Context: an optimization exercise on an open-source flow, tuned for small area. The choices shown serve that exercise and are no tape-out recipe.
The RTL was checked by simulation tests, not by an equivalence proof against the original design.
In every run shown here, the design's own scripts or RTL, not TritonCTS, make the clock network.
The clock port is modelled as an ideal driver, which makes a skipped or thinned clock tree look cheaper than it is; a real chip needs a root buffer or a tree.
Power is estimated from default activity; no workload was simulated.

==> flow/design.v <==
module apb_i2c_slave #(
  parameter int APB_ADDR_WIDTH = 8
) (
  input  logic                      pclk,
  input  logic                      presetn,
  input  logic [APB_ADDR_WIDTH-1:0] paddr,
  input  logic                      psel,
  input  logic                      penable,
  input  logic                      pwrite,
  input  logic [31:0]               pwdata,
  output logic [31:0]               prdata,
  output logic                      pready,
  output logic                      pslverr,
  input  logic                      scl_i,
  input  logic                      sda_i,
  output logic                      sda_o,
  output logic                      sda_oe,
  output logic                      irq
);
  localparam logic [2:0] SLV_IDLE     = 3'd0;
  localparam logic [2:0] SLV_ADDR     = 3'd1;
  localparam logic [2:0] SLV_RW       = 3'd2;
  localparam logic [2:0] SLV_ACK_ADDR = 3'd3;
  localparam logic [2:0] SLV_RX       = 3'd4;
  localparam logic [2:0] SLV_ACK_RX   = 3'd5;
  localparam logic [2:0] SLV_TX       = 3'd6;
  localparam logic [2:0] SLV_ACK_TX   = 3'd7;
  localparam logic [7:0] REG_CTRL       = 8'h00;
  localparam logic [7:0] REG_STATUS     = 8'h04;
  localparam logic [7:0] REG_ADDRESS    = 8'h08;
  localparam logic [7:0] REG_RXDATA     = 8'h0C;
  localparam logic [7:0] REG_TXDATA     = 8'h10;
  localparam logic [7:0] REG_IRQ_STATUS = 8'h14;
  localparam logic [7:0] REG_IRQ_ENABLE = 8'h18;
  logic ctrl_enable, ctrl_auto_ack, ctrl_nack_ovr, ctrl_gc_en;
  logic status_busy;
  logic status_address_hit;
  logic status_start_seen;    
  logic status_stop_seen;
  logic status_rx_valid;
  logic status_tx_busy;      
  wire  status_tx_ready = ~status_tx_busy;
  logic tx_valid;             
  logic status_nack_sent;
  logic status_last_rw;
  logic [6:0] addr_x;        
  wire  [6:0] addr_reg = addr_x ^ 7'h42;
  logic [7:0] rxdata_reg;
  logic [7:0] txdata_n;      
  wire  [7:0] txdata_reg = ~txdata_n;
  logic irq_status_stop;
  logic irq_status_rx;
  logic irq_status_tx;
  logic [3:0] irq_enable_x;   
  wire  [3:0] irq_enable_reg = irq_enable_x ^ 4'b0001;
  assign irq = ((status_start_seen & irq_enable_reg[0]) |
                (irq_status_stop   & irq_enable_reg[1]) |
                (irq_status_rx     & irq_enable_reg[2]) |
                (irq_status_tx     & irq_enable_reg[3])) & ctrl_enable;
  wire apb_write = psel & penable & pwrite;
  wire apb_read  = psel & penable & ~pwrite;
  assign pready  = 1'b1;
  assign pslverr = 1'b0;
  wire wr_ctrl   = apb_write && paddr == REG_CTRL;
  wire wr_addr   = apb_write && paddr == REG_ADDRESS;
  wire wr_tx     = apb_write && paddr == REG_TXDATA;
  wire wr_irqs   = apb_write && paddr == REG_IRQ_STATUS;
  wire wr_irqe   = apb_write && paddr == REG_IRQ_ENABLE;
  wire rd_rx     = apb_read  && paddr == REG_RXDATA;
  always_ff @(posedge pclk or negedge presetn) begin
    if (!presetn) begin
      ctrl_enable    <= 1'b0;
      ctrl_auto_ack  <= 1'b0;
      ctrl_nack_ovr  <= 1'b0;
      ctrl_gc_en     <= 1'b0;
      addr_x         <= 7'h00;
      txdata_n       <= 8'h00;
      irq_enable_x   <= 4'b0000;
    end else begin
      if (wr_ctrl) begin
        ctrl_enable   <= pwdata[0];
        ctrl_auto_ack <= pwdata[1];
        ctrl_nack_ovr <= pwdata[2];
        ctrl_gc_en    <= pwdata[3];
      end
      if (wr_addr) addr_x <= pwdata[6:0] ^ 7'h42;
      if (wr_tx)   txdata_n <= ~pwdata[7:0];
      if (wr_irqe) irq_enable_x <= pwdata[3:0] ^ 4'b0001;
    end
  end
  always_comb begin
    prdata = '0;
    case (paddr)
      REG_CTRL:       prdata[3:0] = {ctrl_gc_en, ctrl_nack_ovr, ctrl_auto_ack, ctrl_enable};
      REG_STATUS:     prdata[7:0] = {status_last_rw, status_nack_sent, status_tx_ready,
                                     status_rx_valid, status_stop_seen, status_start_seen,
                                     status_address_hit, status_busy};
      REG_ADDRESS:    prdata[6:0] = addr_reg;
      REG_RXDATA:     prdata[7:0] = rxdata_reg;
      REG_TXDATA:     prdata[7:0] = txdata_reg;
      REG_IRQ_STATUS: prdata[3:0] = {irq_status_tx, irq_status_rx, irq_status_stop,
                                     status_start_seen};
      REG_IRQ_ENABLE: prdata[3:0] = irq_enable_reg;
      default:        prdata = '0;
    endcase
  end
  logic [1:0] scl_run, sda_run;
  logic       scl_sync_n, sda_sync_n;      
  logic       scl_sync_dn, sda_sync_dn;    
  wire        scl_sync = ~scl_sync_n;
  wire        sda_sync = ~sda_sync_n;
  wire        scl_sync_d = ~scl_sync_dn;
  wire        sda_sync_d = ~sda_sync_dn;
  wire scl_diff = scl_i ^ scl_sync;
  wire sda_diff = sda_i ^ sda_sync;
  wire scl_flip = &scl_run;
  wire sda_flip = &sda_run;
  always_ff @(posedge pclk or negedge presetn) begin
    if (!presetn) begin
      scl_run    <= 2'd0;
      sda_run    <= 2'd0;
      scl_sync_n  <= 1'b0;
      sda_sync_n  <= 1'b0;
      scl_sync_dn <= 1'b0;
      sda_sync_dn <= 1'b0;
    end else begin
      scl_sync_n <= scl_sync_n ^ scl_flip;
      sda_sync_n <= sda_sync_n ^ sda_flip;
      scl_run    <= scl_flip ? {1'b0, ~scl_diff} : (scl_diff ? scl_run + 2'd1 : 2'd0);
      sda_run    <= sda_flip ? {1'b0, ~sda_diff} : (sda_diff ? sda_run + 2'd1 : 2'd0);
      scl_sync_dn <= scl_sync_n;
      sda_sync_dn <= sda_sync_n;
    end
  end
  wire scl_rising  = ~scl_sync_d & scl_sync;
  wire scl_falling = scl_sync_d & ~scl_sync;
  wire start_cond  = sda_sync_d & ~sda_sync & scl_sync;
  wire stop_cond   = ~sda_sync_d & sda_sync & scl_sync;
  logic [2:0] state;
  logic [2:0] bit_cnt;       
  logic [7:0] shift_reg;     
  logic       rw_flag;       
  logic       addr_match;    
  logic       ack_after_high;  
  logic       ack_val;       
  wire in_ack = (state == SLV_ACK_ADDR) | (state == SLV_ACK_RX) | (state == SLV_ACK_TX);
  wire ack_low_or_fall = ~scl_sync | ~scl_sync_d | ack_after_high;
  wire match_now = ctrl_enable &&
                   ((shift_reg[6:0] == addr_reg) ||
                    (ctrl_gc_en && shift_reg[6:0] == 7'h00));
  always_ff @(posedge pclk) begin
    if (!ctrl_enable || (state == SLV_ACK_TX && scl_falling && ack_after_high))
      tx_valid <= 1'b0;
    else if (wr_tx)
      tx_valid <= 1'b1;
    ack_after_high <= in_ack & (ack_after_high | scl_rising);
    if (state == SLV_RW && scl_rising) begin
      rw_flag    <= sda_sync;
      addr_match <= match_now;
    end
    if (state == SLV_RX && scl_rising && bit_cnt == 3'd0)
      ack_val <= ctrl_auto_ack && !(ctrl_nack_ovr && status_rx_valid);
  end
  wire shift_state = (state == SLV_ADDR) | (state == SLV_RX) | (state == SLV_TX);
  wire ack_done    = in_ack & scl_falling & ack_after_high;
  always_ff @(posedge pclk) begin
    if (start_cond)
      bit_cnt <= 3'd6;
    if (shift_state & scl_rising) begin
      shift_reg <= {shift_reg[6:0], (state == SLV_TX) ? shift_reg[7] : sda_sync};
      if (bit_cnt != 3'd0)
        bit_cnt <= bit_cnt - 3'd1;
    end
    if (ack_done) begin
      bit_cnt <= 3'd7;
      if (state != SLV_ACK_RX)
        shift_reg <= txdata_reg;
    end
  end
  always_ff @(posedge pclk or negedge presetn) begin
    if (!presetn) begin
      state             <= SLV_IDLE;
      status_busy       <= 1'b0;
      status_address_hit<= 1'b0;
      status_start_seen <= 1'b0;
      status_stop_seen  <= 1'b0;
      status_rx_valid   <= 1'b0;
      status_tx_busy   <= 1'b0;
      status_nack_sent  <= 1'b0;
      status_last_rw    <= 1'b0;
      rxdata_reg        <= 8'h00;
      irq_status_stop   <= 1'b0;
      irq_status_rx     <= 1'b0;
      irq_status_tx     <= 1'b0;
    end else begin
      if (!ctrl_enable) begin
        status_busy       <= 1'b0;
        status_address_hit<= 1'b0;
        status_start_seen <= 1'b0;
        status_stop_seen  <= 1'b0;
        status_rx_valid   <= 1'b0;
        status_tx_busy   <= 1'b0;
        status_nack_sent  <= 1'b0;
        status_last_rw    <= 1'b0;
        irq_status_stop   <= 1'b0;
        irq_status_rx     <= 1'b0;
        irq_status_tx     <= 1'b0;
      end
      if (ctrl_enable && wr_tx)
        status_tx_busy <= 1'b1;
      if (wr_irqs) begin
        if (pwdata[0]) status_start_seen <= 1'b0;
        if (pwdata[1]) begin
          irq_status_stop  <= 1'b0;
          status_stop_seen <= 1'b0;
        end
        if (pwdata[2]) begin
          irq_status_rx   <= 1'b0;
          status_rx_valid <= 1'b0;
        end
        if (pwdata[3]) irq_status_tx <= 1'b0;
      end
      if (rd_rx)
        status_rx_valid <= 1'b0;
      if (start_cond) begin
        state              <= SLV_ADDR;
        status_start_seen  <= 1'b1;
        status_stop_seen   <= 1'b0;
        status_address_hit <= 1'b0;
        status_nack_sent   <= 1'b0;
        status_busy        <= ctrl_enable;
        status_last_rw     <= 1'b0;
      end else if (stop_cond) begin
        state            <= SLV_IDLE;
        status_busy      <= 1'b0;
        status_stop_seen <= 1'b1;
        irq_status_stop  <= 1'b1;
      end
      case (state)
        SLV_IDLE: begin
          status_busy <= 1'b0;
        end
        SLV_ADDR: begin
          if (scl_rising && bit_cnt == 3'd0)
            state <= SLV_RW;
        end
        SLV_RW: begin
          if (scl_rising) begin
            status_address_hit <= match_now;
            status_last_rw     <= sda_sync;
            state              <= SLV_ACK_ADDR;
            if (!match_now)
              status_nack_sent <= 1'b1;
          end
        end
        SLV_ACK_ADDR: begin
          if (scl_falling && ack_after_high) begin
            if (addr_match && ctrl_enable) begin
              if (rw_flag) begin
                state           <= SLV_TX;
                status_tx_busy <= tx_valid;
              end else begin
                state <= SLV_RX;
              end
            end else begin
              state <= SLV_IDLE;
            end
          end
        end
        SLV_RX: begin
          if (scl_rising && bit_cnt == 3'd0) begin
            state  <= SLV_ACK_RX;
            if (!(ctrl_auto_ack && !(ctrl_nack_ovr && status_rx_valid)))
              status_nack_sent <= 1'b1;
          end
        end
        SLV_ACK_RX: begin
          if (scl_falling && ack_after_high) begin
            if (ack_val) begin
              rxdata_reg      <= shift_reg;
              status_rx_valid <= 1'b1;
              irq_status_rx   <= 1'b1;
              state           <= SLV_RX;
            end else begin
              state <= SLV_IDLE;
            end
          end
        end
        SLV_TX: begin
          if (scl_rising && bit_cnt == 3'd0)
            state <= SLV_ACK_TX;
        end
        SLV_ACK_TX: begin
          if (scl_rising)
            status_nack_sent <= sda_sync;
          if (scl_falling && ack_after_high) begin
            status_tx_busy <= 1'b0;
            if (sda_sync == 1'b1) begin
              state <= SLV_IDLE;
            end else begin
              irq_status_tx <= 1'b1;
              state         <= SLV_TX;
            end
          end
        end
        default: ;
      endcase
    end
  end
  always_ff @(posedge pclk or negedge presetn) begin
    if (!presetn)
      sda_oe <= 1'b0;
    else begin
      case (state)
        SLV_ACK_ADDR:
          sda_oe <= addr_match & ctrl_enable &
                    ((scl_falling & ack_after_high & rw_flag) ? ~txdata_reg[7] : ack_low_or_fall);
        SLV_ACK_RX:
          if (scl_falling)    sda_oe <= ~ack_after_high & ack_val;
          else if (stop_cond) sda_oe <= 1'b0;
        SLV_TX:
          if (scl_falling)    sda_oe <= ~shift_reg[7];
          else if (stop_cond) sda_oe <= 1'b0;
        SLV_ACK_TX:
          if (scl_falling)    sda_oe <= ack_after_high & ~sda_sync & ~txdata_reg[7];
          else if (stop_cond) sda_oe <= 1'b0;
        default:
          sda_oe <= 1'b0;
      endcase
    end
  end
  assign sda_o = 1'b0;
endmodule
==> flow/flow/run.sh <==
#!/bin/bash
# Standard ORFS layout with the smallest buffer on each port and a small
# hand-built clock tree (flow/cts_hook.tcl) in place of TritonCTS. After
# floorplanning, flow/post_fp.tcl re-maps the logic for area and shares the
# tie cells.
set -euo pipefail
HERE=$(cd "$(dirname "$0")" && pwd)
export BUFFER_PORTS_ARGS="-buffer_cell sky130_fd_sc_hd__buf_1"
export SKIP_REPAIR_TIE_FANOUT=1
export POST_FLOORPLAN_TCL="$HERE/post_fp.tcl"
export PRE_CTS_TCL="$HERE/cts_hook.tcl"
export MANUAL_CTS_CLUSTERS=4
export MANUAL_CTS_BUF=sky130_fd_sc_hd__clkbuf_8
export MANUAL_CTS_ROOT=
# each leaf buffer is then sized up from clkbuf_4 until its estimated
# register clock slew is at most MANUAL_CTS_SLEW ns
export MANUAL_CTS_SIZES="sky130_fd_sc_hd__clkbuf_4 sky130_fd_sc_hd__clkbuf_8 sky130_fd_sc_hd__clkbuf_16"
export MANUAL_CTS_SLEW=0.120
# registers are split into clusters of near-equal size (at most 2 over even)
export MANUAL_CTS_CAP=2
bash standard.sh > flow_make.log 2>&1
==> flow/flow/cts_hook.tcl <==
# Sourced before CTS: replace TritonCTS with a small clock tree of a few
# clock buffers, each driving one placement cluster of the registers.
source [file join [file dirname [info script]] manual_cts.tcl]
rename clock_tree_synthesis tritoncts_clock_tree_synthesis
proc clock_tree_synthesis { args } {
  manual_cts $::env(MANUAL_CTS_CLUSTERS) $::env(MANUAL_CTS_BUF)
  if {$::env(MANUAL_CTS_ROOT) ne ""} { manual_cts_root $::env(MANUAL_CTS_ROOT) }
  if {$::env(MANUAL_CTS_SIZES) ne ""} { manual_cts_size $::env(MANUAL_CTS_SIZES) $::env(MANUAL_CTS_SLEW) }
  set net [[ord::get_db_block] findNet pclk]
  $net setSigType CLOCK
  foreach it [[ord::get_db_block] getInsts] {
    if {[string match clkbuf_* [$it getName]]} {
      foreach t [$it getITerms] { if {[$t isOutputSignal]} { [$t getNet] setSigType CLOCK } }
    }
  }
}
==> flow/flow/manual_cts.tcl <==
# Cluster the clock sinks by k-means on their placed locations and drive each
# cluster from one clock buffer placed at the cluster's centre.
proc manual_cts { nclus bufcell } {
  set block [ord::get_db_block]
  set net [$block findNet pclk]
  set sinks {}
  foreach p [get_pins -of_objects [get_nets pclk]] {
    if {[get_property $p direction] ne "input"} continue
    set inst [sta::sta_to_db_inst [get_cells -of_objects $p]]
    set bb [$inst getBBox]
    lappend sinks [list $p 0 [expr {([$bb xMin]+[$bb xMax])/2.0}] [expr {([$bb yMin]+[$bb yMax])/2.0}]]
  }
  set n [llength $sinks]
  # initial centres: spread along sorted x
  set sorted [lsort -real -index 2 $sinks]
  set cent {}
  for {set k 0} {$k < $nclus} {incr k} {
    set s [lindex $sorted [expr {int(($k+0.5)*$n/$nclus)}]]
    lappend cent [list [lindex $s 2] [lindex $s 3]]
  }
  for {set iter 0} {$iter < 50} {incr iter} {
    set asg {}
    if {[info exists ::env(MANUAL_CTS_CAP)]} {
      # balanced assignment: nearest free cluster, closest pairs first
      set cap [expr {($n + $nclus - 1) / $nclus + $::env(MANUAL_CTS_CAP)}]
      set pairs {}
      set i 0
      foreach s $sinks {
        for {set k 0} {$k < $nclus} {incr k} {
          set c [lindex $cent $k]
          lappend pairs [list [expr {abs([lindex $s 2]-[lindex $c 0]) + abs([lindex $s 3]-[lindex $c 1])}] $i $k]
        }
        incr i
      }
      set asg [lrepeat $n -1]
      set fill [lrepeat $nclus 0]
      foreach p [lsort -real -index 0 $pairs] {
        lassign $p d i k
        if {[lindex $asg $i] >= 0 || [lindex $fill $k] >= $cap} continue
        lset asg $i $k
        lset fill $k [expr {[lindex $fill $k] + 1}]
      }
    } else {
      foreach s $sinks {
        set best 0; set bd 1e30
        for {set k 0} {$k < $nclus} {incr k} {
          set c [lindex $cent $k]
          set d [expr {abs([lindex $s 2]-[lindex $c 0]) + abs([lindex $s 3]-[lindex $c 1])}]
          if {$d < $bd} { set bd $d; set best $k }
        }
        lappend asg $best
      }
    }
    set newc {}
    for {set k 0} {$k < $nclus} {incr k} {
      set sx 0; set sy 0; set m 0
      foreach s $sinks a $asg { if {$a == $k} { set sx [expr {$sx+[lindex $s 2]}]; set sy [expr {$sy+[lindex $s 3]}]; incr m } }
      if {$m > 0} { lappend newc [list [expr {$sx/$m}] [expr {$sy/$m}]] } else { lappend newc [lindex $cent $k] }
    }
    set cent $newc
  }
  set dbu [$block getDbUnitsPerMicron]
  for {set k 0} {$k < $nclus} {incr k} {
    set pins {}
    foreach s $sinks a $asg { if {$a == $k} { lappend pins [lindex $s 0] } }
    if {[llength $pins] == 0} continue
    set c [lindex $cent $k]
    insert_buffer -buffer_cell $bufcell -net pclk -load_pins $pins \
      -location [list [expr {[lindex $c 0]/$dbu}] [expr {[lindex $c 1]/$dbu}]] \
      -buffer_name clkbuf_leaf_$k -net_name clknet_leaf_$k
    puts "cluster $k: [llength $pins] sinks"
  }
}

# Put one root buffer between the clock port and the leaf buffers.
proc manual_cts_root { bufcell } {
  set block [ord::get_db_block]
  set dbu [$block getDbUnitsPerMicron]
  set sx 0; set sy 0; set m 0
  set pins {}
  foreach p [get_pins -of_objects [get_nets pclk]] {
    if {[get_property $p direction] ne "input"} continue
    set inst [sta::sta_to_db_inst [get_cells -of_objects $p]]
    set bb [$inst getBBox]
    set sx [expr {$sx + ([$bb xMin]+[$bb xMax])/2.0}]
    set sy [expr {$sy + ([$bb yMin]+[$bb yMax])/2.0}]
    incr m
    lappend pins $p
  }
  insert_buffer -buffer_cell $bufcell -net pclk -load_pins $pins \
    -location [list [expr {$sx/$m/$dbu}] [expr {$sy/$m/$dbu}]] \
    -buffer_name clkbuf_root -net_name clknet_root
}

# Size each leaf clock buffer: start every leaf at the smallest buffer in
# bufs and step a leaf up while the estimated slew at any of its register
# clock pins is over target_ns.
proc manual_cts_size { bufs target_ns } {
  set leaves [get_cells clkbuf_leaf_*]
  foreach c $leaves { replace_cell $c [lindex $bufs 0] }
  set_propagated_clock [all_clocks]
  for {set round 0} {$round < [llength $bufs]} {incr round} {
    estimate_parasitics -placement
    set changed 0
    foreach c $leaves {
      set out [get_pins -of_objects $c -filter "direction==output"]
      set worst 0
      foreach p [get_pins -of_objects [get_nets -of_objects $out]] {
        if {[get_property $p direction] ne "input"} continue
        set s [get_property $p slew_max]
        if {$s > $worst} { set worst $s }
      }
      set cur [get_property $c ref_name]
      set i [lsearch $bufs $cur]
      if {$worst > $target_ns && $i < [llength $bufs] - 1} {
        replace_cell $c [lindex $bufs [expr {$i + 1}]]
        set changed 1
      }
      puts "clock leaf [get_name $c]: $cur worst slew $worst"
    }
    if {!$changed} break
  }
  unset_propagated_clock [all_clocks]
}
==> flow/flow/post_fp.tcl <==
# Sourced at the end of floorplanning: re-map the logic between registers
# for area with ABC (OpenROAD's restructure), then drive all constant
# outputs of each polarity from one tie cell.
proc my_merge_ties { } {
  set block [ord::get_db_block]
  foreach pin {LO HI} {
    set keep ""
    foreach inst [$block getInsts] {
      if {[[$inst getMaster] getName] ne "sky130_fd_sc_hd__conb_1"} continue
      set it [$inst findITerm $pin]
      set net [$it getNet]
      if {$net eq "NULL" || $net eq ""} continue
      if {$keep eq ""} { set keep $net; continue }
      foreach t [$net getITerms] {
        if {$t eq $it} continue
        $t disconnect
        $t connect $keep
      }
      foreach b [$net getBTerms] {
        $b disconnect
        $b connect $keep
      }
    }
  }
  foreach inst [$block getInsts] {
    if {[[$inst getMaster] getName] ne "sky130_fd_sc_hd__conb_1"} continue
    set used 0
    foreach pin {LO HI} {
      set it [$inst findITerm $pin]
      set net [$it getNet]
      if {$net eq "NULL" || $net eq ""} continue
      if {[llength [$net getITerms]] + [llength [$net getBTerms]] > 1} { set used 1 } else { $it disconnect; odb::dbNet_destroy $net }
    }
    if {!$used} { odb::dbInst_destroy $inst }
  }
}
set my_lib [lindex $::env(LIB_FILES) 0]
file mkdir $::env(OBJECTS_DIR)/rmp
restructure -target area -liberty_file $my_lib \
  -tielo_port sky130_fd_sc_hd__conb_1/LO -tiehi_port sky130_fd_sc_hd__conb_1/HI \
  -work_dir $::env(OBJECTS_DIR)/rmp -abc_logfile $::env(LOG_DIR)/2_1_restructure_abc.log
my_merge_ties
==> flow/standard.sh <==
#!/bin/bash
# synth_recipe.tcl (not shown) runs the flow's synth.tcl, then flattens the netlist and writes it again
# the make line also repeats each setting of config.mk as NAME=value (left out here)
make -C /OpenROAD-flow-scripts/flow DESIGN_CONFIG=/design/flow/config.mk WORK_HOME=/design/flow/orfs CLKGATE_MAP_FILE= SYNTH_SCRIPT=/design/flow/synth_recipe.tcl "${@:-finish}"
==> flow/config.mk <==
export PLATFORM = sky130hd
export DESIGN_NAME = apb_i2c_slave
export DESIGN_NICKNAME = apb_i2c_slave
export VERILOG_FILES = /design/flow/design.v
export SDC_FILE = /design/flow/constraint.sdc
export NUM_CORES = 4
export LEC_CHECK = 0
export ABC_AREA = 1
export CAP_MARGIN = 20
export CORE_MARGIN = 2
export CORE_UTILIZATION = 40
export PLACE_DENSITY = 0.85
export SLEW_MARGIN = 20
==> flow/constraint.sdc <==
create_clock -name core_clock -period 10.0 [get_ports {pclk}]
set_input_delay 2.0000 -clock core_clock [delete_from_list [all_inputs] [get_ports {pclk}]]
set_output_delay 2.0000 -clock core_clock [all_outputs]
set_load 0.01 [all_outputs]
==> notes.md, run 1 <==
The power per unit of standard cell area is 200 nW/um2. Global routing finished with a remaining overflow of 0. In the final routed layout, each cell accounts on average for 17.1 um. The maximum clock skew at final layout came out at 0.0248 ns. After clock tree synthesis, the clock-pin slew on the worst setup and hold paths is 0.10 ns. The arrival time of data at the critical path endpoint is 3.81 ns.

The gate count after technology mapping came out at 529. The count of pins on the block boundary came out at 84. The count of port buffers added during placement came out at 32. The clock latency reported for the late side of the worst-skew pair is 0.17 ns. The die span in x is 104 um. The total die area came out at 10700 um2. The element type at the critical path end is a primary output. The die is 104 um tall. The maximum fanout encountered on the critical timing path came out at 8.

The share of the yosys chip area belonging to registers came out at 43.0%. The worst vdd rail ir drop came out at 0.0000729 V. The worst hold slack after final layout came out at 0.444 ns. The critical path goes through buf_1, or4_1, nor2_1, a222oi_1, o211ai_1, buf_1.

The count of instances resized after the clock tree is built is 0. The count of cells along the worst hold path is 0. The commonest cells after synthesis are nand2_1, inv_1, dfrtp_1. The pin count of the biggest net entering global routing came out at 55. After synthesis, the mean cell area works out to 7.49 um2. The final layout contains 435 nets.

In the synthesized netlist the dominant register cell turns out to be dfrtp_1. The top-area cell type share of the netlist area is 34.1%. The leakage power summed over all cells came out at 1.26 nW. The first-pass GRT wire length came out at 14700 um.

For this block, the routed nets add up to 8850 um of wire. The most instantiated library cell after synthesis is nand2_1. The number of antenna diodes came out at 0. The mapped cell area came out at 3960 um2. The number of enable-type register cells in the synthesized netlist came out at 3. The min-delay analysis places its worst path in the category reg2reg. The final period demand of the worst path came out at 5.81 ns. The portion of the clock cycle consumed by the worst path in the final layout is 58.1%. Among the stages of the critical path, the cell type that occurs most often is buf_1.

The final total negative setup slack is 0 ns. In this run, the number of DRC markers left after iteration 0 of detailed routing was 307. The standard-cell row count is 36. The number of cell instances on the worst register-to-register path came out at 8. The critical path data required time came out at 8.00 ns. The total nets after synthesis is 580. The effective utilization at floorplan is 40.9%. For this run, the detailed router's first-pass iteration total came to 7. The fraction of registers with async set/reset is 77.1%. By area the synthesized netlist is led by dfrtp_1, nand2_1, inv_1, dfxtp_1, buf_4. The max-cap check violation count is 0.

Setup repair after global routing left no endpoint under its margin. The worst slew margin relative to its limit is 39.4%. After clock tree synthesis, the setup repair step added 0 buffers.

The total count of hold-check failures in the final report came out at 0. The post-route antenna net violation count is 0. Of the cells placed in the final design, the portion with a size suffix greater than 1 is 2.33%. After detailed routing, the number of vias per cell comes to 5.75.

The startpoint class of the critical path is an input pin. Summed over all instances, the cell type with the most area after synthesis is dfrtp_1. The number of max-slew violations in the final report is 0. The run finished with no timing, DRC or antenna violations.

The half-perimeter wire length of the detailed placement result is 6600 um. At the pin with the least slew margin, the transition time is 0.902 ns. Synthesis inferred 70 register bits. The longest individual stage delay on the worst path came out at 0.60 ns. The global placement routability congestion is 0.909. The count of endpoints failing setup in the final report came out at 0. For this run, design rule violations remaining after detail routing come to 0. On the critical path, the stage with the largest delay is an instance of or4_1.

The via count of the first global-routing pass was 2919. After synthesis, the netlist uses 42 different library cells. The initial antenna violation count came out at 0. The area growth from synthesis to final layout came out at -7.83%. The core outline area came out at 9680 um2. After clock tree synthesis, the flow added hold-fix buffers numbering 0. The global-route total usage across every layer is 16.1%. The via count is 2986. The timing-limited maximum frequency came out at 0.172 GHz. By startpoint and endpoint, the worst setup path is classified as in2out.

The number of warnings issued by yosys came out at 1.
## worst paths after layout
| check | slack (ns) | start | endpoint |
|---|---|---|---|
| worst max-delay path | 4.19 | paddr[0] | prdata[0] |
| worst min-delay path | 0.44 | sda_sync_n$_DFF_PN0_ | sda_sync_dn$_DFF_PN0_ |
| worst max register to register | 6.27 | scl_sync_n$_DFF_PN0_ | status_tx_busy$_DFF_PN0_ |
| worst min register to register | 0.44 | sda_sync_n$_DFF_PN0_ | sda_sync_dn$_DFF_PN0_ |
| max in group asynchronous | 7.57 | presetn | state[0]$_DFF_PN0_ |
| min in group asynchronous | 1.93 | presetn | txdata_n[6]$_DFFE_PN0N_ |
## per-layer routing
| metal | part of all wire (%) | vias to the layer above | wire [um] | global-route usage (%) |
|---|---|---|---|---|
| met1 | 42 | 1414 | 3680 | 22.1 |
| li1 | - | 1398 | - | - |
| met4 | 2.0 | 0 | 178 | 4.34 |
| met2 | 48 | 159 | 4220 | 27.6 |
| met5 | 0 | - | 0 | 0 |
| met3 | 8.8 | 15 | 775 | 1.13 |
## power by group
group          internal [mW]  total (mW)  switching [mW]
combinational         0.0841       0.217           0.133
clock                 0.0461       0.117          0.0712
sequential             0.339       0.396          0.0572
## layout by cell type, fill, tap and decap left out, drive strengths merged, types with 4 or more instances in the layout
| cell type | synthesis | layout |
|---|---|---|
| o2bb2ai | 0 | 12 |
| o21a | 0 | 4 |
| a21oi | 22 | 5 |
| or4 | 0 | 4 |
| a222oi | 0 | 12 |
| clkbuf | 2 | 5 |
| nand2 | 141 | 10 |
| nand3 | 42 | 4 |
| dfxtp | 13 | 13 |
| o211ai | 2 | 6 |
| nor3 | 8 | 17 |
| buf | 33 | 35 |
| o22ai | 5 | 45 |
| o21ai | 57 | 11 |
| nor2 | 43 | 34 |
| clkinv | 0 | 70 |
| dfrtp | 54 | 54 |
## stage by stage
step	instance area (um2)	utilization [%]	setup slack, ns	power, mW	cells
2_1_floorplan	3960	-	5.08	0.543	529
3_3_place_gp	3580	37.0	4.26	0.601	515
3_5_place_dp	3580	37.0	4.24	0.615	515
4_1_cts	3650	37.7	4.24	0.704	519
5_1_grt	3650	37.7	4.14	0.777	519
6_report	3650	37.7	4.19	0.731	519
## kinds of logic (layout without fill, tap and decap cells)
kind of cell	count (synthesis)	in the layout	synth area share (%)
simple gates	243	75	27.6
buf+inv	109	110	13.5
compound gates	96	129	13.4
flops	70	70	43.0
xor+xnor	5	0	1.11
fa+ha+maj	4	0	1.26
other cells	2	2	0.190
## critical path: cells and delay by family
kind	cells	cell delay (ns)
AOI/OAI and AO/OA	2	0.40
buffers and inverters	2	0.27
and+or+nand+nor	2	1.14
## cell type report, clock buffers not listed
type,instances,area [um2]
Fill cell,937,6030
Inverter,70,263
Multi-Input combinational cell,206,1300
Sequential cell,70,1700
Tap cell,133,166
Timing Repair Buffer,36,151
==> run 2, diff against run 1 <==
==> flow/flow/run.sh (replaced) <==
#!/bin/bash
# Standard ORFS layout with the smallest buffer on each port and a small
# hand-built clock tree (flow/cts_hook.tcl) in place of TritonCTS. After
# floorplanning, flow/post_fp.tcl re-maps the logic for area and shares the
# tie cells.
set -euo pipefail
HERE=$(cd "$(dirname "$0")" && pwd)
export BUFFER_PORTS_ARGS="-buffer_cell sky130_fd_sc_hd__buf_1"
export SKIP_REPAIR_TIE_FANOUT=1
export POST_FLOORPLAN_TCL="$HERE/post_fp.tcl"
export PRE_CTS_TCL="$HERE/cts_hook.tcl"
export MANUAL_CTS_CLUSTERS="4 3"
# sink balance settings tried (clusters at most this many sinks over even)
export MANUAL_CTS_BALANCE="0 1 2 3 4 6 100"
export MANUAL_CTS_SIZES="sky130_fd_sc_hd__clkbuf_4 sky130_fd_sc_hd__clkbuf_8 sky130_fd_sc_hd__clkbuf_16"
export MANUAL_CTS_SLEW=0.120
bash standard.sh > flow_make.log 2>&1
==> flow/flow/cts_hook.tcl (replaced) <==
# Sourced before CTS: replace TritonCTS with a small clock tree. The
# registers are split into a few placement clusters, each driven straight
# from the clock port by one clock buffer at its centre; every buffer is
# sized up until its estimated clock slew meets MANUAL_CTS_SLEW, and the
# cluster count and balance with the least buffer area are kept.
source [file join [file dirname [info script]] manual_cts.tcl]
rename clock_tree_synthesis tritoncts_clock_tree_synthesis
proc clock_tree_synthesis { args } {
  manual_cts_best $::env(MANUAL_CTS_CLUSTERS) $::env(MANUAL_CTS_SIZES) \
    $::env(MANUAL_CTS_SLEW) $::env(MANUAL_CTS_BALANCE)
  set block [ord::get_db_block]
  [$block findNet pclk] setSigType CLOCK
  foreach it [$block getInsts] {
    if {[string match clkbuf_* [$it getName]]} {
      foreach t [$it getITerms] { if {[$t isOutputSignal]} { [$t getNet] setSigType CLOCK } }
    }
  }
}
--- a/flow/flow/manual_cts.tcl
+++ b/flow/flow/manual_cts.tcl
@@ -122,3 +122,49 @@
   }
   unset_propagated_clock [all_clocks]
 }
+
+# Undo manual_cts: reconnect the registers to the clock port and delete the
+# leaf buffers.
+proc manual_cts_undo { } {
+  set leaves [get_cells -quiet clkbuf_leaf_*]
+  if {![llength $leaves]} return
+  # remove_buffers may also take out other buffers: protect them
+  set others {}
+  foreach c [get_cells *] {
+    if {[string match clkbuf_leaf_* [get_name $c]]} continue
+    if {[string match *buf* [get_property $c ref_name]]} { lappend others $c }
+  }
+  if {[llength $others]} { set_dont_touch $others }
+  remove_buffers $leaves
+  if {[llength $others]} { unset_dont_touch $others }
+}
+
+proc manual_cts_area { } {
+  set a 0
+  foreach c [get_cells clkbuf_leaf_*] {
+    set a [expr {$a + [get_property [get_lib_cells [get_property $c ref_name]] area]}]
+  }
+  return $a
+}
+
+# Try each cluster count in nclus_list and sink-balance setting in caps;
+# keep the one whose sized leaf buffers take the least area.
+proc manual_cts_best { nclus_list bufs target_ns caps } {
+  set best ""; set besta 1e30
+  foreach nclus $nclus_list {
+    foreach cap $caps {
+      set ::env(MANUAL_CTS_CAP) $cap
+      manual_cts $nclus [lindex $bufs 0]
+      manual_cts_size $bufs $target_ns
+      set a [manual_cts_area]
+      puts "manual cts: $nclus clusters, balance $cap, area $a"
+      if {$a < $besta - 1e-6} { set besta $a; set best [list $nclus $cap] }
+      manual_cts_undo
+    }
+  }
+  lassign $best nclus cap
+  set ::env(MANUAL_CTS_CAP) $cap
+  manual_cts $nclus [lindex $bufs 0]
+  manual_cts_size $bufs $target_ns
+  puts "manual cts: chose $nclus clusters, balance $cap, area [manual_cts_area]"
+}
==> run 2 against run 1 <==
Wire length shrank 0.35%; global-route usage hardly changed; combinational power is essentially flat; largest cell class unchanged; die area did not move; final cell count is the same.
==> notes.md, run 2 <==
The maximum fanout encountered on the critical timing path came out at 8. The mapped cell area came out at 3960 um2. At the end of the flow, the number of nets in the layout was 435. The via count of the first global-routing pass is 2916. The global-route congestion overflow total came out at 0. The total nets after synthesis is 580.

The vertical die dimension is 104 um. The average wire per standard cell came out at 17.0 um. Input and output buffers added on the ports amount to 32. The standard-cell row count came out at 36. Among all flip-flop cells after synthesis, the most frequent one is dfrtp_1. The worst vdd rail ir drop came out at 0.0000873 V. The worst slew margin relative to its limit came out at 38.4%. In the synthesized netlist the async set-or-reset flop fraction comes to 77.1%. Walking the worst path, the cells encountered are buf_1, or4_1, nor2_1, a222oi_1, o211ai_1, buf_1. Summing the areas of all fa, ha and maj instances in the mapped netlist gives 1.26% of the synthesized area. The share of the yosys chip area belonging to registers came out at 43.0%. The number of distinct library cell variants in the gate-level netlist after synthesis came out at 42. Leaving out fill and tap cells, the most frequent cell in the layout is clkinv_1. The largest family of logic cells by synthesized area is simple AND/OR/NAND/NOR gates. Setup violations remaining at the end of the flow were counted as 0.

The most prevalent standard cell on the critical path is buf_1. The initial antenna violation count came to 0. The internal power component came out at 0.460 mW. The initial utilization of the core area, before any placement, comes to 40.9%. Summed over all instances, the cell type with the most area after synthesis is dfrtp_1. Ranked by instance count, the synthesized netlist is headed by nand2_1, inv_1, dfrtp_1. For this run, the number of Yosys warnings is 1. The number of hold-repair buffers added at the cts stage is 0. The post-synthesis xor/xnor area fraction is 1.11%. The final standard cell count with taps included and fillers excluded is 519. The first routing iteration left 369 violations. Of the total power, the clock network draws 15.1%. On the critical path the largest part of the delay comes from simple AND/OR/NAND/NOR gates. The gate count after technology mapping came out at 529. The half-perimeter wire length of the detailed placement result is 6600 um. The first-pass GRT wire length came out at 14700 um. The count of pins on the block boundary came out at 84. In the layout the commonest cells are clkinv_1, dfrtp_1, o22ai_1. In this run the horizontal extent of the chip is 104 um. The core outline area came out at 9680 um2. The timing-limited maximum frequency came out at 0.173 GHz. The relative contribution of combinational cells to total power is 30.0%. Yosys mapped a number of flops with a built-in enable equal to 3. The critical path is of the in2out type. The later pin in the worst-skew pair is clocked with a latency of 0.17 ns. The number of storage elements in the synthesis netlist came out at 70. The total count of hold-check failures in the final report came out at 0. The actual slew at the worst max-slew pin came out at 0.917 ns.

Setup repair after global routing left no endpoint under its margin. The analysis attributes to net switching a power of 0.261 mW. STA classifies the critical path endpoint as a primary output.

On the worst path, the slowest cell contributes a delay of 0.59 ns. The max-cap check violation count came out at 0. The via count came out at 3010. The proportion of total power due to net switching came out at 36.2%.

The post-route antenna net violation count came out at 0. The top-area cell type share of the netlist area came out at 34.1%. The path class of the tightest hold or removal check is reg2reg. In the routed design, unresolved DRC markers number 0. The number of antenna diodes is 0.

The area growth from synthesis to final layout came out at -8.12%. The synthesized netlist devotes 13.4% of its cell area to compound gates. The final total negative setup slack came out at 0 ns. The global-route total usage across every layer is 16.1%.

The number of cells after detailed placement came out at 515. The number of max-slew violations in the final report came out at 0. Routability-driven placement finished with a final weighted congestion of 0.909.

After synthesis, the cell types taking the most area are dfrtp_1, nand2_1, inv_1, dfxtp_1, buf_4. The post-synthesis share of cell area spent on and, or, nand and nor gates came out at 27.6%. The worst path in the final design needs a cycle of 5.78 ns, including I/O delays and setup. The startpoint class of the critical path is an input pin.

The maximum clock skew at final layout came out at 0.00725 ns. The share of final-layout standard cells stronger than drive strength 1 is 2.33%. The pin count of the biggest net entering global routing is 55.

The number of detailed-routing iterations run before antenna repair came out at 5. The worst path buffer plus inverter count is 2. The mean area per synthesized cell came out at 7.49 um2. The clock-pin slew of the registers on the worst-case setup and hold paths is 0.10 ns. The sequential power share came out at 54.9%. The run finished with no timing, DRC or antenna violations. The multiplexer share of the synthesized area is 0%. Data on the critical path arrives at its endpoint at 3.78 ns. Using the TritonRoute via totals, the vias-per-cell ratio works out to 5.80. The detailed-route wire length came out at 8820 um.

The total die area is 10700 um2. The critical path data required time came out at 8.00 ns. Dividing the final minimum period by the clock period gives 57.8%. The post-CTS setup buffer count is 0. The cell at the slowest stage of the critical path is or4_1. Among all cell types in the netlist, the one instantiated most often is nand2_1.

The power per unit of standard cell area is 198 nW/um2. The leakage power summed over all cells is 1.25 nW. The count of instances resized after the clock tree is built came out at 0.
==> run 2: cell counts after synthesis <==
Identical to the previous run, type by type.
==> run 2: path summary, 6_finish.rpt <==
| path | to | startpoint | cells after the start | slack, ns |
|---|---|---|---|---|
| min in group asynchronous | txdata_n[5]$_DFFE_PN0N_ | presetn | 2 | 1.95 |
| setup reg to reg | status_tx_busy$_DFF_PN0_ | scl_sync_n$_DFF_PN0_ | 8 | 6.31 |
| hold / removal | sda_sync_dn$_DFF_PN0_ | sda_sync_n$_DFF_PN0_ | 0 | 0.44 |
| max in group asynchronous | sda_oe$_DFF_PN0_ | presetn | 2 | 7.60 |
| hold reg to reg | sda_sync_dn$_DFF_PN0_ | sda_sync_n$_DFF_PN0_ | 0 | 0.44 |
| setup / recovery | prdata[0] | paddr[0] | 6 | 4.22 |
==> run 2: per-stage QoR <==
stage	hold WS, ns	util, %	area (um2)	setup WS, ns	total power, mW
CTS	0.425	37.6	3640	4.24	0.695
detailed placement	0.425	37.0	3580	4.24	0.615
floorplan	0.355	-	3960	5.08	0.543
global route	0.472	37.6	3640	4.14	0.768
global placement	0.424	37.0	3580	4.26	0.601
finish	0.441	37.6	3640	4.22	0.722
==> run 2: layout make-up, clock buffers not listed <==
class | count | area, um2
Fill cell | 936 | 6040
Sequential cell | 70 | 1700
Multi-Input combinational cell | 206 | 1300
Inverter | 70 | 263
Tap cell | 133 | 166
Timing Repair Buffer | 36 | 151
==> run 2: kinds of logic (layout without fill, tap and decap cells) <==
logic type | count (synthesis) | after routing
simple gates | 243 | 75
xor+xnor | 5 | 0
fa+ha+maj | 4 | 0
buf+inv | 109 | 110
compound gates | 96 | 129
other cells | 2 | 2
flops | 70 | 70
==> run 2: per-layer routing <==
metal | global-route usage (%) | wire [um] | vias up
met5 | 0 | 0 | -
met4 | 3.19 | 180 | 0
met3 | 1.57 | 740 | 24
met2 | 27.7 | 4200 | 162
met1 | 22.2 | 3700 | 1420
li1 | - | - | 1404
==> run 2: power groups by stage <==
stage,Sequential (mW),Clock (mW),Combinational [mW]
3_5_place_dp,0.401,0,0.214
4_1_cts,0.401,0.0789,0.215
5_1_grt,0.405,0.122,0.241
6_report,0.396,0.109,0.216
3_3_place_gp,0.397,0,0.204
2_1_floorplan,0.360,0,0.183
==> run 3, diff against run 2 <==
--- a/flow/design.v
+++ b/flow/design.v
@@ -17,14 +17,14 @@
   output logic                      sda_oe,
   output logic                      irq
 );
-  localparam logic [2:0] SLV_IDLE     = 3'd0;
-  localparam logic [2:0] SLV_ADDR     = 3'd1;
-  localparam logic [2:0] SLV_RW       = 3'd2;
-  localparam logic [2:0] SLV_ACK_ADDR = 3'd3;
-  localparam logic [2:0] SLV_RX       = 3'd4;
-  localparam logic [2:0] SLV_ACK_RX   = 3'd5;
-  localparam logic [2:0] SLV_TX       = 3'd6;
-  localparam logic [2:0] SLV_ACK_TX   = 3'd7;
+  localparam logic [2:0] SLV_IDLE = 3'd1;
+  localparam logic [2:0] SLV_ADDR = 3'd4;
+  localparam logic [2:0] SLV_RW = 3'd6;
+  localparam logic [2:0] SLV_ACK_ADDR = 3'd0;
+  localparam logic [2:0] SLV_RX = 3'd5;
+  localparam logic [2:0] SLV_ACK_RX = 3'd2;
+  localparam logic [2:0] SLV_TX = 3'd7;
+  localparam logic [2:0] SLV_ACK_TX = 3'd3;
   localparam logic [7:0] REG_CTRL       = 8'h00;
   localparam logic [7:0] REG_STATUS     = 8'h04;
   localparam logic [7:0] REG_ADDRESS    = 8'h08;
==> flow/flow/filter_lib.py (new file) <==
#!/usr/bin/env python3
"""Copy a Liberty file without the named cells (glob patterns), so that
restructure's ABC run cannot map to cells the platform marks don't-use."""
import fnmatch
import re
import sys

src, dst = sys.argv[1], sys.argv[2]
pats = sys.argv[3:]
text = open(src).read()
out = []
pos = 0
cell_re = re.compile(r'^\s*cell\s*\(\s*"?([^")\s]+)"?\s*\)\s*\{', re.M)
for m in cell_re.finditer(text):
    if m.start() < pos:
        continue
    name = m.group(1)
    if not any(fnmatch.fnmatchcase(name, p) for p in pats):
        continue
    # find the end of this cell's group by brace counting
    depth = 0
    i = m.end() - 1
    while True:
        c = text[i]
        if c == '{':
            depth += 1
        elif c == '}':
            depth -= 1
            if depth == 0:
                break
        i += 1
    out.append(text[pos:m.start()])
    pos = i + 1
out.append(text[pos:])
open(dst, 'w').write(''.join(out))
--- a/flow/flow/post_fp.tcl
+++ b/flow/flow/post_fp.tcl
@@ -34,8 +34,11 @@
     if {!$used} { odb::dbInst_destroy $inst }
   }
 }
-set my_lib [lindex $::env(LIB_FILES) 0]
 file mkdir $::env(OBJECTS_DIR)/rmp
+# ABC gets the library without the don't-use cells
+set my_lib $::env(OBJECTS_DIR)/rmp/restructure.lib
+exec python3 [file join [file dirname [info script]] filter_lib.py] \
+  [lindex $::env(LIB_FILES) 0] $my_lib {*}$::env(DONT_USE_CELLS)
 restructure -target area -liberty_file $my_lib \
   -tielo_port sky130_fd_sc_hd__conb_1/LO -tiehi_port sky130_fd_sc_hd__conb_1/HI \
   -work_dir $::env(OBJECTS_DIR)/rmp -abc_logfile $::env(LOG_DIR)/2_1_restructure_abc.log
==> run 3 against run 2 <==
Clock power about the same; wire length decreased by 2.0%; design area decreased by 0.79%; combinational power increased by about 10%; sequential share of layout area increased by 0.41 points; final cell count decreased by 1.5%; highest routed layer unchanged; largest cell class unchanged; power increased by 4.2%; global-route usage increased by 0.58 points; synthesized area decreased by 3.0%; hold slack improved by 0.0076 ns; sequential cell count unchanged.
==> notes.md, run 3 <==
The run finished with no timing, DRC or antenna violations. The pin count of the biggest net entering global routing is 55. Power spread over the standard cell area amounts to 208 nW/um2. The number of cell instances on the worst register-to-register path is 6.

The mapped cell area is 3840 um2. The total die area came out at 10400 um2. The die span in x came out at 102 um.

The worst setup slack after layout is 3.80 ns. The gate count after technology mapping is 506. In this run the worst path has a maximum fanout of 8.

Summing over every cut layer, the via total after detailed routing is 3001. In this run the count of I/O pins placed on the die edge is 84. The final total negative setup slack is 0 ns. The global placement routability congestion is 0.920. STA classifies the critical path startpoint as an input pin. The count of endpoints failing setup in the final report came out at 0.

The critical path ends at prdata[5]. The final layout net count is 431. The number of hold-repair buffers added at the cts stage came out at 0. The top-area cell type share of the netlist area came out at 34.5%. For the worst setup path, the data required time is 8.00 ns.

Dividing the detail-routed wire length by the instance count gives 16.9 um. The min-delay analysis places its worst path in the category reg2reg. The fraction of registers with async set/reset came out at 77.1%. The max-cap check violation count is 0. The vertical die dimension is 102 um. In the layout the commonest cells are clkinv_1, dfrtp_1, o22ai_1. The number of distinct library cell variants in the gate-level netlist after synthesis came out at 42.

Counting flops with a built-in enable in the synthesized netlist gives 3. The initial antenna violation count came out at 0. The timing-limited maximum frequency came out at 0.161 GHz. A synthesized cell averages 7.60 um2. The startpoint identified for the worst register-to-register timing path is scl_sync_n$_DFF_PN0_. The initial DRC count came out at 286. The worst setup path is captured at a primary output. After clock tree synthesis, the setup repair step added 0 buffers. The number of antenna diodes is 0. The final layout contains routed wiring with a total length of 8650 um. Summed over all nets, the half-perimeter wirelength after detailed placement is 6430 um. The routed via count divided by cell count came out at 5.87. The area growth from synthesis to final layout came out at -6.05%. After floorplanning, the core was divided into 35 placement rows.

The maximum clock skew at final layout came out at 0.0124 ns. The final period demand of the worst path came out at 6.20 ns. In the synthesized netlist the dominant register cell turns out to be dfrtp_1. The count of instances resized after the clock tree is built is 0.

The clock reaches the later pin of the worst-skew pair after 0.17 ns. The library cell used most frequently in the layout, excluding fill and tap cells, is clkinv_1. The via count of the first global-routing pass was 2945. The count of port buffers added during placement is 32. After layout, the worst path uses 62.0% of the clock period. The post-route antenna net violation count is 0. The first-pass GRT wire length is 14200 um. The number of warnings issued by yosys is 1. The most instantiated library cell after synthesis is nand2_1. The number of max-slew violations in the final report came out at 0. The endpoint identified for the worst register-to-register timing path is rxdata_reg[4]$_DFFE_PN0P_. The effective utilization at floorplan came out at 41.4%. After floorplanning, the core was sized to cover 9280 um2. The post-route netlist has 2.36% of its cells at a drive strength greater than 1. The total nets after synthesis came out at 557. The fill cell instance count of the final layout came out at 957.

The global-route total usage across every layer came out at 16.7%. The pre-CTS setup slack came out at 3.89 ns. The actual slew at the worst max-slew pin came out at 0.995 ns. The total count of hold-check failures in the final report came to 0. The worst slew margin relative to its limit came out at 33.2%.

The number of detailed-routing iterations run before antenna repair came out at 5. The share of the yosys chip area belonging to registers is 44.3%. After global routing the overflow that remains totals 0. The largest total area in the synthesized netlist belongs to dfrtp_1. The total DRC errors in the routed layout is 0. Clock-pin slew was measured on the worst setup and hold paths at 0.10 ns. The worst vdd rail ir drop came out at 0.000124 V.

Setup repair after global routing left no endpoint under its margin. In the post-synthesis netlist, the biggest area contributors are dfrtp_1, nand2_1, o21ai_0, dfxtp_1, inv_1. The arrival time of data at the critical path endpoint is 4.20 ns.

The start-to-end type of the worst setup path is in2out. The slack of the worst reg-to-reg path came out at 7.38 ns. The number of storage elements in the synthesis netlist is 70. Sorting the synthesized cells by how often they occur yields nand2_1, inv_1, o21ai_0. In this run the static leakage power is 1.27 nW. Tracing the worst setup path back leads to its startpoint at paddr[5].
==> run 3: layer usage <==
layer,up-vias,global-route usage [%],routed length [um]
li1,1363,-,-
met1,1442,21.8,3430
met2,171,29.1,4140
met3,25,2.05,835
met4,0,4.72,248
met5,-,0,0
==> run 3: stage by stage <==
stage	cell area [um2]	utilization, %	total power, mW	cells	hold slack, ns
final	3610	38.9	0.752	511	0.448
after global placement	3560	38.3	0.626	507	0.434
after CTS	3610	38.9	0.723	511	0.437
after detailed placement	3560	38.3	0.641	507	0.437
after global routing	3610	38.9	0.797	511	0.480
after floorplan	3840	-	0.561	506	0.355
==> run 3: kinds of logic after synthesis <==
logic type	synth area share (%)
compound gates	15.8
xor+xnor	0.911
fa+ha+maj	1.30
buf+inv	13.2
flops	44.3
other cells	0.195
simple gates	24.3
==> run 3: critical path, cell delays in order <==
cell and delay [ns]:
buf_1 0.07, nor3_1 0.23, nand2b_1 0.22, nor3_1 0.81
clkinv_1 0.38, o221ai_1 0.29, buf_1 0.19
==> run 3: where the power goes <==
part	total, mW	internal (mW)	switching [mW]
logic	0.238	0.0967	0.141
registers	0.406	0.348	0.0573
clock network	0.109	0.0373	0.0717
==> run 3: cell type report, clock buffers not listed <==
cell class                      count  area (um2)  share of cell area, %
Inverter                           71         267                   7.38
Multi-Input combinational cell    202        1280                   35.5
Sequential cell                    70        1700                   47.2
Tap cell                          129         161                   4.47
Timing Repair Buffer               35         144                   3.98
==> run 3: how the worst min path moves through the flow <==
stage / startpoint / end / slack [ns] / cells past startpoint
after global routing: tx_valid$_SDFFE_PP0N_ / tx_valid$_SDFFE_PP0N_ / 0.48 / 2
final: tx_valid$_SDFFE_PP0N_ / tx_valid$_SDFFE_PP0N_ / 0.45 / 2
after CTS: tx_valid$_SDFFE_PP0N_ / tx_valid$_SDFFE_PP0N_ / 0.44 / 2
after detailed placement: tx_valid$_SDFFE_PP0N_ / tx_valid$_SDFFE_PP0N_ / 0.44 / 2
after floorplan: scl_sync_n$_DFF_PN0_ / scl_sync_dn$_DFF_PN0_ / 0.35 / 0
after global placement: tx_valid$_SDFFE_PP0N_ / tx_valid$_SDFFE_PP0N_ / 0.43 / 2

separate check: timing with driven ports:
The flow's constraints put no driver on any port. The routed layouts listed below were extracted and timed again, unchanged, in two steps. Step 1: set_driving_cell puts a clkbuf_16 on pclk and a buf_2 on each other input, an assumption about the parent block. Step 2, shift: input delay + t, output delay - t, t = (earliest + latest rising clock arrival at the registers) / 2. This alone moves slack from input paths to output paths. a / b / c = no drivers / after step 1 / after step 2; a / b = the first two.
run	shift t [ns]	setup slack, ns	worst setup path at the end	worst slew at a driven data input, ns
run 1	0.231	4.191 / 4.168 / 4.168	input to output	0.04
run 2	0.229	4.216 / 4.194 / 4.194	input to output	0.04
run 3	0.220	3.795 / 3.773 / 3.773	input to output	0.03
After both steps setup and hold are still met in every run listed. The setup slack of run 1, which loses most, moves by -0.023 ns with the drivers and by -0.023 ns with both steps.
